Background: an optimization exercise with open tools, aiming at a short achievable clock period and few clock cycles. Do not read the settings as production practice.
For this run, only the layout was checked, not whether the RTL still works.
Power and IR drop assume default switching activity.

`design.v`:
```
module mips(input  logic       clk, reset,
            input  logic [7:0] memdata,
            output logic [7:0] adr,
            output logic       memread, memwrite,
            output logic [7:0] writedata);
  localparam logic [5:0] OP_R = 6'b000000, OP_LB = 6'b100000, OP_SB = 6'b101000,
                         OP_BEQ = 6'b000100, OP_J = 6'b000010;
  logic [7:0] adr_q, wd_q;
  logic       rd_q, wr_q, ld_q;       
  logic       rec_v, rec_ld;
  logic [7:0] rec_a, rec_d;
  assign adr       = adr_q;
  assign memread   = rd_q;
  assign memwrite  = wr_q;
  assign writedata = wd_q;
  always_ff @(posedge clk) begin
    rec_v  <= !reset && (rd_q || wr_q);
    rec_ld <= !reset && rd_q && ld_q;
    rec_a  <= adr_q;
    rec_d  <= wr_q ? wd_q : memdata;
  end
  logic [7:0]   md [0:255];
  logic [255:0] mv;
  always_ff @(posedge clk)
    if (rec_v) md[rec_a] <= rec_d;
  always_ff @(posedge clk)
    if (reset)      mv <= '0;
    else if (rec_v) mv[rec_a] <= 1'b1;
  logic [63:0] rdy_c, full_c, rdy_q;
  always_comb
    for (int w = 0; w < 64; w++) begin
      logic [5:0] o;
      o = md[4*w+3][7:2];
      rdy_c[w]  = mv[4*w+3] & mv[4*w] & (mv[4*w+2] | (o == OP_J)) &
                  (mv[4*w+1] | (o != OP_R));
      full_c[w] = &mv[4*w +: 4];
    end
  always_ff @(posedge clk)
    if (reset) rdy_q <= '0;
    else       rdy_q <= rdy_c;
  logic [7:0] rf [1:7];
  function automatic logic [7:0] rfr(input logic [2:0] a);
    rfr = (a == 3'd0) ? 8'd0 : rf[a];
  endfunction
  logic [5:0]  pcw;                  
  logic [31:0] ir;                   
  logic        ir_v;
  logic [5:0]  ir_pc1;               
  logic        e_v, e_r, e_lb, e_sb, e_beq;
  logic [2:0]  e_alu;                
  logic [7:0]  e_a, e_b, e_sd;
  logic [2:0]  e_wreg;               
  logic [2:0]  e_lrt;                
  logic [5:0]  e_bt;                 
  logic        m1_v, m2_v, ms1_v, ms2_v;
  logic [7:0]  ld_a;
  logic [2:0]  ld_rt;
  logic [8:0]  cand [0:15];
  logic        fw_v;
  logic [7:0]  fw_d;
  logic [5:0]  pf_w;
  logic [1:0]  pf_ph;                
  logic [5:0]  pf_op;
  logic        pf_stc, pf_stn;       
  logic [1:0]  pf_mv;                
  logic [7:0] sum, bb, alu_o;
  logic       sub;
  assign sub   = (e_alu == 3'd1) || (e_alu == 3'd4);
  assign bb    = sub ? ~e_b : e_b;
  assign sum   = e_a + bb + {7'd0, sub};
  always_comb
    case (e_alu)
      3'd2:    alu_o = e_a & e_b;
      3'd3:    alu_o = e_a | e_b;
      3'd4:    alu_o = {7'd0, sum[7]};
      default: alu_o = sum;
    endcase
  logic btaken, st_go;
  assign btaken = e_v && e_beq && (e_a == e_b);
  assign st_go  = e_v && e_sb;
  logic [5:0] d_op, d_fn;
  logic [2:0] d_rs, d_rt, d_rd;
  logic       d_r, d_lb, d_sb, d_beq, d_j;
  assign d_op  = ir[31:26];
  assign d_fn  = ir[5:0];
  assign d_rs  = ir[23:21];
  assign d_rt  = ir[18:16];
  assign d_rd  = ir[13:11];
  assign d_r   = d_op == OP_R;
  assign d_lb  = d_op == OP_LB;
  assign d_sb  = d_op == OP_SB;
  assign d_beq = d_op == OP_BEQ;
  assign d_j   = d_op == OP_J;
  logic       ld_busy;
  logic [2:0] busy_rt;
  assign ld_busy = (e_v && e_lb) || m1_v || m2_v || ms1_v || ms2_v;
  assign busy_rt = (e_v && e_lb) ? e_lrt : ld_rt;
  logic d_rd_rs, d_rd_rt, dstall;
  assign d_rd_rs = d_r || d_lb || d_sb || d_beq;
  assign d_rd_rt = d_r || d_sb || d_beq;
  assign dstall  = ir_v && ld_busy &&
                   (d_lb || d_sb ||
                    (busy_rt != 3'd0 &&
                     ((d_rd_rs && d_rs == busy_rt) || (d_rd_rt && d_rt == busy_rt) ||
                      (d_r && d_rd == busy_rt))));
  logic [7:0] d_a, d_b;
  always_comb begin
    d_a = (e_v && e_r && e_wreg != 3'd0 && e_wreg == d_rs) ? alu_o : rfr(d_rs);
    d_b = (e_v && e_r && e_wreg != 3'd0 && e_wreg == d_rt) ? alu_o : rfr(d_rt);
  end
  logic [2:0] d_alu;
  always_comb
    if (!d_r) d_alu = d_beq ? 3'd1 : 3'd0;
    else case (d_fn)
      6'b100010: d_alu = 3'd1;
      6'b100100: d_alu = 3'd2;
      6'b100101: d_alu = 3'd3;
      6'b101010: d_alu = 3'd4;
      default:   d_alu = 3'd0;
    endcase
  logic d_go, jredir;
  assign d_go   = ir_v && !dstall && !btaken;
  assign jredir = d_go && d_j;
  always_ff @(posedge clk) begin
    if (reset) e_v <= 1'b0;
    else       e_v <= d_go && !d_j;
    e_r   <= d_r;
    e_lb  <= d_lb;
    e_sb  <= d_sb;
    e_beq <= d_beq;
    e_alu <= d_alu;
    e_a   <= d_a;
    e_b   <= (d_lb || d_sb) ? ir[7:0] : d_b;
    e_sd  <= d_b;
    e_wreg <= d_r ? d_rd : 3'd0;
    e_lrt <= d_rt;
    e_bt  <= ir_pc1 + ir[5:0];
  end
  logic [31:0] fword;
  assign fword = {md[{pcw,2'd3}], md[{pcw,2'd2}], md[{pcw,2'd1}], md[{pcw,2'd0}]};
  logic frdy;
  assign frdy = rdy_q[pcw];
  always_ff @(posedge clk) begin
    if (reset) begin
      pcw  <= 6'd0;
      ir_v <= 1'b0;
    end else if (btaken) begin
      pcw  <= e_bt;
      ir_v <= 1'b0;
    end else if (jredir) begin
      pcw  <= ir[5:0];
      ir_v <= 1'b0;
    end else if (dstall) begin
    end else if (frdy) begin
      pcw    <= pcw + 6'd1;
      ir_v   <= 1'b1;
      ir     <= fword;
      ir_pc1 <= pcw + 6'd1;
    end else
      ir_v <= 1'b0;
  end
  logic       m2_hit, ld_miss;
  logic [7:0] m2_d;
  logic [8:0] c2;
  assign c2     = cand[ld_a[7:4]];
  assign m2_hit = fw_v || c2[8];
  assign m2_d   = fw_v ? fw_d : c2[7:0];
  assign ld_miss = m2_v && !m2_hit;
  always_ff @(posedge clk) begin
    if (reset) begin
      m1_v <= 1'b0; m2_v <= 1'b0; ms1_v <= 1'b0; ms2_v <= 1'b0;
    end else begin
      m1_v  <= e_v && e_lb;
      m2_v  <= m1_v;
      ms1_v <= ld_miss;
      ms2_v <= ms1_v;
    end
    if (e_v && e_lb) begin
      ld_a  <= alu_o;
      ld_rt <= e_lrt;
    end
    for (int g = 0; g < 16; g++)
      cand[g] <= {mv[{g[3:0], ld_a[3:0]}], md[{g[3:0], ld_a[3:0]}]};
    fw_v <= rec_v && rec_a == ld_a;
    fw_d <= rec_d;
  end
  always_ff @(posedge clk) begin
    if (e_v && e_r && e_wreg != 3'd0) rf[e_wreg] <= alu_o;
    if (m2_v && m2_hit && ld_rt != 3'd0) rf[ld_rt] <= m2_d;
    if (ms2_v && ld_rt != 3'd0) rf[ld_rt] <= rec_d;
  end
  logic [5:0] pf_dist, pf_back, pf_w1;
  logic       skip, fwait, pf_redir;
  assign pf_dist  = pf_w - pcw;
  assign pf_back  = pcw - pf_w;
  assign skip     = pf_dist <= 6'd2;
  assign fwait    = !frdy;
  assign pf_redir = fwait && pf_back >= 6'd3;
  assign pf_w1    = pf_w + 6'd1;
  logic [5:0] op_now;
  assign op_now = (rec_v && rec_a == {pf_w, 2'd3}) ? rec_d[7:2] : pf_op;
  logic       pf_req;
  logic [7:0] pf_adr;
  logic [5:0] pf_nw;
  logic [1:0] pf_nph;
  always_comb begin
    pf_req = 1'b1;
    pf_nw  = pf_w;
    pf_nph = pf_ph;
    pf_adr = {pf_w, 2'd3};
    if (pf_redir) begin
      pf_adr = {pcw, 2'd3}; pf_nw = pcw; pf_nph = 2'd1;
    end else case (pf_ph)
      2'd0: begin pf_adr = {pf_w, 2'd3}; pf_nph = 2'd1; end
      2'd1: if (pf_mv == 2'd0 ? pf_stc : pf_mv == 2'd1 ? pf_stn : 1'b0) begin
              pf_adr = {pf_w1, 2'd3}; pf_nw = pf_w1; pf_nph = 2'd1;
            end else begin
              pf_adr = {pf_w, 2'd0}; pf_nph = 2'd2;
            end
      2'd2: if (skip && op_now == OP_J) begin
              pf_adr = {pf_w1, 2'd3}; pf_nw = pf_w1; pf_nph = 2'd1;
            end else begin
              pf_adr = {pf_w, 2'd2}; pf_nph = 2'd3;
            end
      default: if (skip && op_now != OP_R) begin
              pf_adr = {pf_w1, 2'd3}; pf_nw = pf_w1; pf_nph = 2'd1;
            end else begin
              pf_adr = {pf_w, 2'd1}; pf_nw = pf_w1; pf_nph = 2'd0;
            end
    endcase
  end
  always_ff @(posedge clk) begin
    if (reset) begin
      adr_q <= 8'd3; rd_q <= 1'b1; wr_q <= 1'b0; ld_q <= 1'b0;
      pf_w  <= 6'd0; pf_ph <= 2'd1;
    end else if (st_go) begin
      adr_q <= alu_o; wd_q <= e_sd; rd_q <= 1'b0; wr_q <= 1'b1; ld_q <= 1'b0;
    end else if (ld_miss) begin
      adr_q <= ld_a; rd_q <= 1'b1; wr_q <= 1'b0; ld_q <= 1'b1;
    end else begin
      adr_q <= pf_adr; rd_q <= pf_req; wr_q <= 1'b0; ld_q <= 1'b0;
      pf_w  <= pf_nw; pf_ph <= pf_nph;
    end
    if (rec_v && rec_a == {pf_w, 2'd3}) pf_op <= rec_d[7:2];
    pf_stc <= !reset && (skip ? rdy_c[pf_w] : full_c[pf_w]);
    pf_stn <= !reset && ((pf_dist <= 6'd1) ? rdy_c[pf_w1] : full_c[pf_w1]);
    if (reset || st_go || ld_miss) pf_mv <= 2'd0;
    else pf_mv <= pf_redir ? 2'd2 : (pf_nw != pf_w) ? 2'd1 : 2'd0;
  end
endmodule
```
`run.sh`:
```
#!/bin/bash
# synth_recipe.tcl (not shown) runs the flow's synth.tcl, then flattens the netlist and writes it again
# the make line also repeats each setting of config.mk as NAME=value (left out here)
make -C /OpenROAD-flow-scripts/flow DESIGN_CONFIG=/design/flow/config.mk WORK_HOME=/design/flow/orfs CLKGATE_MAP_FILE= SYNTH_SCRIPT=/design/flow/synth_recipe.tcl finish
```
`config.mk`:
```
export PLATFORM = sky130hd
export DESIGN_NAME = mips
export DESIGN_NICKNAME = mips
export VERILOG_FILES = /design/flow/design.v
export SDC_FILE = /design/flow/constraint.sdc
export NUM_CORES = 4
export LEC_CHECK = 0
export CAP_MARGIN = 20
export CORE_MARGIN = 2
export CORE_UTILIZATION = 40
export SLEW_MARGIN = 20
```
`constraint.sdc`:
```
create_clock -name core_clock -period 5.5 [get_ports {clk}]
set_input_delay 1.1000 -clock core_clock [delete_from_list [all_inputs] [get_ports {clk}]]
set_output_delay 1.1000 -clock core_clock [all_outputs]
set_load 0.01 [all_outputs]
```
==> results.txt <==
area by class of cell:
type	count	area share
Sequential cell	2725	0.551
Multi-Input combinational cell	3843	0.313
Clock buffer	395	0.0598
Tap cell	3978	0.0360
Timing Repair Buffer	414	0.0258
Clock inverter	147	0.0115
Inverter	74	0.00205
Antenna cell	18	0.000326
report_power, final:
part / internal, W / leakage, nW / switching [W]
sequential: 0.0224 / 24.0 / 0.000308
combinational: 0.00103 / 14.7 / 0.00303
clock: 0.0118 / 4.83 / 0.00857
total: 0.0352 / 43.5 / 0.0119
cell usage after synthesis (28+ instances only):
cell,number
sky130_fd_sc_hd__edfxtp_1,2149
sky130_fd_sc_hd__mux4_2,1253
sky130_fd_sc_hd__nor2_1,758
sky130_fd_sc_hd__dfxtp_1,576
sky130_fd_sc_hd__a21oi_1,399
sky130_fd_sc_hd__clkbuf_1,384
sky130_fd_sc_hd__nand2_1,250
sky130_fd_sc_hd__mux2i_1,146
sky130_fd_sc_hd__buf_1,113
sky130_fd_sc_hd__nand3_1,101
sky130_fd_sc_hd__o21ai_0,85
sky130_fd_sc_hd__nor3_1,82
sky130_fd_sc_hd__inv_1,71
sky130_fd_sc_hd__a211oi_1,60
sky130_fd_sc_hd__and2_1,59
sky130_fd_sc_hd__nor2b_1,55
sky130_fd_sc_hd__xnor2_1,49
sky130_fd_sc_hd__ha_1,44
sky130_fd_sc_hd__mux2_2,40
sky130_fd_sc_hd__o22ai_1,39
sky130_fd_sc_hd__nand4_1,32
sky130_fd_sc_hd__or4_1,29
sky130_fd_sc_hd__a31oi_1,28
critical path: stages, from the launching register on:
cell and delay (ns):
sky130_fd_sc_hd__dfxtp_4 0.36, sky130_fd_sc_hd__buf_12 0.31, sky130_fd_sc_hd__buf_4 0.93, sky130_fd_sc_hd__ha_1 0.29
sky130_fd_sc_hd__o21a_1 0.21, sky130_fd_sc_hd__nand2_1 0.09, sky130_fd_sc_hd__a21boi_0 0.17, sky130_fd_sc_hd__o21ai_0 0.09
sky130_fd_sc_hd__a2111oi_0 0.49, sky130_fd_sc_hd__buf_4 0.21, sky130_fd_sc_hd__or2_1 0.42, sky130_fd_sc_hd__o31ai_1 0.11
sky130_fd_sc_hd__a2111oi_0 0.39
sequential cells by signal, summed over array words and instances (netlist names), 23 cells and up:
name   cells
rf        56
ir        23
rdy_q     64
cand     144
mv       256
md      2048
worst max-delay path by stage:
stage                                      to  slack, ns  cells after the start
after global routing      adr_q[1]$_SDFF_PP1_       0.68                     12
after floorplan           adr_q[5]$_SDFF_PP0_       0.11                      8
after CTS                  rf[5][4]$_DFFE_PP_       1.02                      9
final                     adr_q[7]$_SDFF_PP0_       0.82                     12
after global placement    adr_q[1]$_SDFF_PP1_       0.97                     12
after detailed placement   rf[5][1]$_DFFE_PP_       1.04                      9
cell families after synthesis:
family	Yosys count	synth area share
xor gates and xnor gates	63	0.00470
and+or+nand+nor	1480	0.0548
buffers and inverters	599	0.0191
adders and majority gates	48	0.00519
muxes	1441	0.249
AOI/OAI and AO/OA	811	0.0410
DFF	2725	0.627
metrics by stage:
| stage | utilization | hold slack [ns] | total power [W] | setup slack (ns) |
|---|---|---|---|---|
| after floorplan | - | 0.346 | 0.0252 | 0.115 |
| after global placement | 0.424 | 0.403 | 0.0270 | 0.974 |
| after detailed placement | 0.424 | 0.396 | 0.0270 | 1.04 |
| after CTS | 0.456 | 0.411 | 0.0471 | 1.02 |
| after global routing | 0.457 | 0.415 | 0.0481 | 0.678 |
| final | 0.457 | 0.407 | 0.0471 | 0.824 |
routing by layer:
metal | vias up | track usage | part of all wire
li1 | 29545 | - | -
met1 | 39735 | 0.397 | 0.38
met2 | 5131 | 0.422 | 0.44
met3 | 883 | 0.0729 | 0.11
met4 | 42 | 0.144 | 0.060
met5 | - | 0 | 0.0012
==> impl_metrics.prom <==
# TYPE chip_impl_metric gauge
chip_impl_info{name="run_status",value="complete, no violations"} 1
chip_impl_metric{name="yosys_top_cell_area_share",unit=""} 0.532
chip_impl_metric{name="holdBufCountCts",unit=""} 0
chip_impl_info{name="hold_path_class",value="register to register"} 1
chip_impl_metric{name="num_vias",unit=""} 75336
chip_impl_metric{name="synthesis.nets",unit=""} 7225
chip_impl_metric{name="post_route_cell_area",unit="um2"} 138000
chip_impl_info{name="critical_path.startpoint",value="pcw[1]$_SDFFE_PP0P_"} 1
chip_impl_metric{name="crit_path_required_time",unit="ns"} 6.28
chip_impl_metric{name="wire_per_inst",unit="um"} 38.6
chip_impl_metric{name="ys_ff_latch",unit=""} 2725
chip_impl_metric{name="initialDrtViolationCount",unit=""} 11897
chip_impl_metric{name="timing.final.hold_violations",unit=""} 0
chip_impl_metric{name="multi_input_area",unit="um2"} 43300
chip_impl_metric{name="placed_area",unit="um2"} 128000
chip_impl_metric{name="chipWidth",unit="um"} 555
chip_impl_metric{name="slew_viol_final",unit=""} 0
chip_impl_info{name="setup_repair_after_global_routing_missed_its_margin",value="no"} 1
chip_impl_metric{name="share_of_post_route_cells_with_drive_strength_above_1",unit=""} 0.295
chip_impl_metric{name="vias_per_cell",unit=""} 6.50
chip_impl_metric{name="maxCapViolations",unit=""} 0
chip_impl_info{name="ys_top_cells_by_area",value="sky130_fd_sc_hd__edfxtp_1, sky130_fd_sc_hd__mux4_2, sky130_fd_sc_hd__dfxtp_1"} 1
chip_impl_metric{name="yosysWarnings",unit=""} 2
chip_impl_metric{name="pwr_density_cell",unit="nW/um2"} 341
chip_impl_metric{name="clock_latency",unit="ns"} 0.92
chip_impl_metric{name="first_global_vias",unit=""} 72722
chip_impl_metric{name="fin_skew",unit="ns"} 0.0551
chip_impl_metric{name="clockBufferDepth",unit=""} 4
chip_impl_metric{name="critPathArrivalTime",unit="ns"} 5.46
chip_impl_metric{name="total_setup_violations_reported_at_the_end_of_the_flow",unit=""} 0
chip_impl_metric{name="postCtsSetupBuffers",unit=""} 0
chip_impl_metric{name="path_max_fanout",unit=""} 106
chip_impl_metric{name="io_pins",unit=""} 28
chip_impl_metric{name="vdd_drop_max",unit="mV"} 0.419
chip_impl_info{name="worstReg2RegEnd",value="adr_q[7]$_SDFF_PP0_"} 1
chip_impl_info{name="clockRootBuffer",value="sky130_fd_sc_hd__clkbuf_16"} 1
chip_impl_metric{name="synth_enable_flop_cells",unit=""} 2149
chip_impl_metric{name="die_y_extent",unit="um"} 555
chip_impl_metric{name="ff2ff_path_depth",unit=""} 12
chip_impl_info{name="crit_type",value="register to register"} 1
chip_impl_metric{name="global_route.usage.total",unit=""} 0.287
chip_impl_info{name="layout.cells.most_common",value="sky130_fd_sc_hd__edfxtp_1"} 1
chip_impl_metric{name="synth-async-reset-ratio",unit=""} 0
chip_impl_metric{name="timing_worst_slew_pin_value",unit="ns"} 1.33
chip_impl_metric{name="placedCellCount",unit=""} 11030
chip_impl_metric{name="synth_seq_area_share",unit=""} 0.627
chip_impl_metric{name="io_buffers",unit=""} 27
chip_impl_info{name="hold-path-endpoint",value="wd_q[1]$_DFFE_PP_"} 1
chip_impl_metric{name="cts_buffers",unit=""} 295
chip_impl_metric{name="dp.final_hpwl",unit="um"} 308000
chip_impl_metric{name="fp.dieArea",unit="um2"} 308000
chip_impl_metric{name="worstHoldPathCells",unit=""} 0
chip_impl_metric{name="area_growth",unit="%"} 13.7
chip_impl_info{name="r2r_start",value="pcw[1]$_SDFFE_PP0P_"} 1
chip_impl_metric{name="synth_cells",unit=""} 7167
chip_impl_metric{name="synth.avg_cell_area",unit="um2"} 16.9
chip_impl_metric{name="count_of_different_cell_masters_after_synthesis",unit=""} 91
chip_impl_metric{name="layout.cells.non_filler",unit=""} 11594
chip_impl_info{name="min_from",value="e_sd[1]$_DFF_P_"} 1
chip_impl_metric{name="tritoncts_num_sinks",unit=""} 2725
chip_impl_metric{name="place_congestion",unit=""} 1.00
chip_impl_metric{name="post-route-period-util",unit=""} 0.850
chip_impl_info{name="cts_tree",value="yes"} 1
chip_impl_info{name="synth_largest_area_cell",value="sky130_fd_sc_hd__edfxtp_1"} 1
chip_impl_metric{name="design.final.nets",unit=""} 7411
chip_impl_metric{name="clkTransAtPathRegs",unit="ns"} 0.06
chip_impl_metric{name="grt_first_pass_wirelength",unit="um"} 615000
chip_impl_info{name="final_cell_mix",value="sky130_fd_sc_hd__edfxtp_1, sky130_fd_sc_hd__mux4_2, sky130_fd_sc_hd__nor2_1"} 1
chip_impl_metric{name="mappedNetlistArea",unit="um2"} 121000
chip_impl_metric{name="route.antenna.remaining_nets",unit=""} 0
chip_impl_metric{name="drt_wl_total",unit="um"} 447000
chip_impl_metric{name="remaining_drc_errors",unit=""} 0
chip_impl_metric{name="tns",unit="ns"} 0
chip_impl_info{name="critical_path.endpoint_type",value="register"} 1
chip_impl_metric{name="maxClockFrequency",unit="MHz"} 214
chip_impl_metric{name="fillCellCount",unit=""} 25451
chip_impl_metric{name="post_cts_resize_count",unit=""} 0
chip_impl_metric{name="layout.area.seq",unit="um2"} 76100
chip_impl_metric{name="antenna_violations_before_repair",unit=""} 51
chip_impl_metric{name="grt_overflow_total",unit=""} 0
chip_impl_metric{name="initial_util",unit=""} 0.402
chip_impl_metric{name="relSlewSlack",unit=""} 0.116
chip_impl_metric{name="htree_num_levels",unit=""} 5
chip_impl_info{name="dominantRegCellSynth",value="sky130_fd_sc_hd__edfxtp_1"} 1
chip_impl_metric{name="rows",unit=""} 202
chip_impl_info{name="setup_crit_start_kind",value="register"} 1
chip_impl_metric{name="core",unit="um2"} 302000
chip_impl_metric{name="grt_max_degree",unit=""} 168
chip_impl_metric{name="worst-r2r-setup-slack",unit="ns"} 0.82
chip_impl_metric{name="post-route-min-period",unit="ns"} 4.68
chip_impl_metric{name="power_leakage",unit="nW"} 43.5
chip_impl_metric{name="firstDrtPassIters",unit=""} 10

## port drivers added, routing unchanged
The results above use ideal ports. As a check the final layout listed here was re-extracted and re-timed, cells and wires unchanged. Step 1 (the two cells are an assumption about what drives the block):
set clk [get_ports {clk}]
set_driving_cell -lib_cell sky130_fd_sc_hd__clkbuf_16 $clk
set_driving_cell -lib_cell sky130_fd_sc_hd__buf_2 [delete_from_list [all_inputs] $clk]
Step 2 also shifts input and output timing later by t, the mid clock arrival at the registers, as if the neighbouring blocks saw the same clock. Slacks: ideal ports / drivers / drivers and shift; pairs: ideal ports / drivers.
t (ns): 0.994
setup slack, ns: 0.824 / 0.824 / 0.824
worst hold slack (ns): 0.407 / 0.407 / 0.407
worst register clock-pin slew, ns: 0.07 / 0.07
cell pins on the clock port's net: 1
After both steps setup and hold are still met in this run. The setup slack of this run moves by 0.000 ns with the drivers and by 0.000 ns with both steps.
